What follows belongs to an exercise in optimizing a design on an open flow for small area; a production flow would make more cautious choices.
In this exercise RTL edits were held to simulation tests only and were not proved equivalent to the original.
Power and IR drop assume default switching activity.

Setup of run 1:
// QuadCopter
module QuadCopter(
  input wire clk,    
  input wire RST_n,  
  input wire RX,     
  input wire MISO,   
  input wire INT,    
  output wire SS_n,  
  output wire SCLK,  
  output wire MOSI,  
  output wire TX,    
  output wire FRNT,  
  output wire BCK,   
  output wire LFT,   
  output wire RGHT   
);
Size in the first run: about 3200 cells after synthesis, ~940 flip-flops, ~13 I/O pins, roughly 39000 µm² of cells after synthesis.
make LEC_CHECK=0 CAP_MARGIN=20 CORE_MARGIN=2 CORE_UTILIZATION=70 CTS_BUF_LIST=sky130_fd_sc_hd__clkbuf_16 CTS_CLUSTER_DIAMETER=80 CTS_CLUSTER_SIZE=30 PLACE_DENSITY=0.8 SLEW_MARGIN=20 finish   # period 10.0 ns
run.sh (not shown) runs the stock make flow with config.mk's settings and CLKGATE_MAP_FILE= SYNTH_SCRIPT=/design/flow/synth_recipe.tcl, a recipe that flattens the netlist after the stock synthesis.
## Diff of input files: run 2 against run 1
Settings: a change of PLACE_DENSITY from 0.8 to 0.92; a change of CORE_UTILIZATION from 70 to 85.
## What came out
- Across both runs, final cell count was lower for run 2 than for run 1.
- Run 2 against run 1; final area is down slightly.
- Changes observed in run 2 relative to run 1: cell internal power dissipation now sits at about the same level, share of cells above drive strength 1 dropped 0.19 points.
- Changes observed in run 2 relative to run 1: clock period minus final worst setup slack up 0.37 ns; post-route worst setup slack down 0.37 ns; number of tap cells inserted down 20%.
- Run 2 vs run 1 — worst voltage drop across the vdd grid climbed by more than half
- Sequential portion of the cell area for run 2 is higher than for run 1.
[inputs] run 3 vs run 2
Settings: clearing PLACE_DENSITY, which used to be 0.92; swapping 85 for 40 in CORE_UTILIZATION; swapping 30 for 16 in CTS_CLUSTER_SIZE; putting ABC_AREA at 1 where nothing was set; swapping 80 for 60 in CTS_CLUSTER_DIAMETER; swapping sky130_fd_sc_hd__clkbuf_16 for sky130_fd_sc_hd__clkbuf_8 in CTS_BUF_LIST.
--- outcome ---
Against run 2, placed wire-length estimate in run 3 fell by more than 10%. Lower share of total power in the clock network was reported by run 2, not run 3. Per the comparison of run 3 with run 2, final estimated routing congestion in global placement decreased about 11%; distinct cell type count of the synthesized netlist decreased 13. Going from run 2 to run 3, share of total power in sequential cells shrank by 2.9 points; non-clock buffer area fraction after layout closely matched the old numbers; total power increased 6.5%. As of run 3, number of signal-net inverters in the final layout had risen by more than half compared to run 2. Comparing run 2 and run 3, non-clock buffer instance count of the final layout is higher on run 3. Total met2 wirelength after detailed routing: run 3 < run 2.
Setup changes, run 3 to run 4
Settings: CORE_UTILIZATION now 85, was 40; PLACE_DENSITY now 0.92, previously not set.
## What came out
- Share of total power in the clock network: run 4 vs run 3 down 3.2 points
- Compared with run 3, run 4 shows summed area of non-filler cells in the final layout that has gone down by a few percent.
- Run 4 vs run 3 — time the final worst path needs with I/O delays and setup rose 0.072 ns.
- Of run 3 and run 4, the run reporting the lower total power was run 4.
- Of the two values seen for cell with the largest stage delay on the worst path, buf_4 was produced by run 4 and dfrtp_1 by run 3.

* * *

lane 4:
Another version of the RTL of QuadCopter (not shown whole).
Size: roughly 1200 flip-flops, roughly 13 I/O pins, ~77000 sq um of cells after synthesis.
export LEC_CHECK = 0
export ABC_AREA = 1
export CAP_MARGIN = 20
export CORE_MARGIN = 2
export CORE_UTILIZATION = 40
export SLEW_MARGIN = 20
create_clock -name core_clock -period 10.0 [get_ports {clk}]
Lane 4 did not stop at any stage, and its layout met the timing, design-rule and antenna checks.
Input changes introduced in lane 2 (baseline for comparison: lane 4):
- a deleted ABC_AREA that had been 1
Notes after the runs:
Compared with lane 4, in lane 2 fill cell instance count of the final layout dropped 1276; cell count after synthesis dropped about 19%. Global-route total usage across every layer came out lower on lane 2 than on lane 4. Delta (lane 2 minus lane 4): summed instance area of the synthesized netlist lower, post-detailed-route wirelength per cell saw an increase, clock power went down, final wirelength down 13%. Compared with lane 4, in lane 2 sequential cell count level; cell area after layout down 4.0%. A combinational family with the most area after synthesis of simple AND/OR/NAND/NOR gates is what lane 4 shows, while adder cells belongs to lane 2. Relative to lane 4, the power density over cell area measured on lane 2 has increased by a little under 10%.

* * *

QuadCopter with an RTL version that a note above also has.
Size: about 3200 cells after synthesis, ~940 flip-flops, roughly 13 I/O pins, roughly 39000 um^2 of cells after synthesis.
clock: 10.0 ns
lec_check: 0
cap_margin: 20
core_margin: 2
core_utilization: 85
cts_buf_list: sky130_fd_sc_hd__clkbuf_8
cts_cluster_diameter: 60
cts_cluster_size: 16
place_density: 0.92
slew_margin: 20
The starting point completed with no timing, DRC or antenna violations.
Next try:
--- a/flow/config.mk
+++ b/flow/config.mk
@@ -6,10 +6,9 @@
 export NUM_CORES = 4
 export LEC_CHECK = 0
-export CAP_MARGIN = 20
+export CAP_MARGIN = 0
 export CORE_MARGIN = 2
-export CORE_UTILIZATION = 85
+export CORE_UTILIZATION = 40
 export CTS_BUF_LIST = sky130_fd_sc_hd__clkbuf_8
 export CTS_CLUSTER_DIAMETER = 60
 export CTS_CLUSTER_SIZE = 16
-export PLACE_DENSITY = 0.92
-export SLEW_MARGIN = 20
+export SLEW_MARGIN = 0
=>
- utilization came out lower by 47 points
- design area came out higher by 3.2%
- via count came out lower by 14%
Next try:
--- a/flow/config.mk
+++ b/flow/config.mk
@@ -6,9 +6,10 @@
 export NUM_CORES = 4
 export LEC_CHECK = 0
-export CAP_MARGIN = 0
+export CAP_MARGIN = 20
 export CORE_MARGIN = 2
-export CORE_UTILIZATION = 40
+export CORE_UTILIZATION = 70
 export CTS_BUF_LIST = sky130_fd_sc_hd__clkbuf_8
 export CTS_CLUSTER_DIAMETER = 60
 export CTS_CLUSTER_SIZE = 16
-export SLEW_MARGIN = 0
+export PLACE_DENSITY = 0.8
+export SLEW_MARGIN = 20
=> The new run completed without violations. Setup slack degrades by 0.15 ns. Sequential power is about the same. Synthesized area does not change. Wire length came out higher by 1.8%.
Next try:
--- a/flow/config.mk
+++ b/flow/config.mk
@@ -6,10 +6,11 @@
 export NUM_CORES = 4
 export LEC_CHECK = 0
+export ABC_AREA = 1
 export CAP_MARGIN = 20
 export CORE_MARGIN = 2
 export CORE_UTILIZATION = 70
-export CTS_BUF_LIST = sky130_fd_sc_hd__clkbuf_8
-export CTS_CLUSTER_DIAMETER = 60
-export CTS_CLUSTER_SIZE = 16
+export CTS_BUF_LIST = sky130_fd_sc_hd__clkbuf_16
+export CTS_CLUSTER_DIAMETER = 80
+export CTS_CLUSTER_SIZE = 30
 export PLACE_DENSITY = 0.8
 export SLEW_MARGIN = 20
Outcome:
- worst hold slack gains 0.017 ns
- final area barely changes
- core utilization hardly moves
- total power increases by 4.5%
- sequential power climbs by about 2%
- sequential cell count stays the same
- combinational power grows by 140%
- clock skew shrinks by 0.042 ns
- global-route usage drops by 0.22 points
- sequential share of layout area is about the same
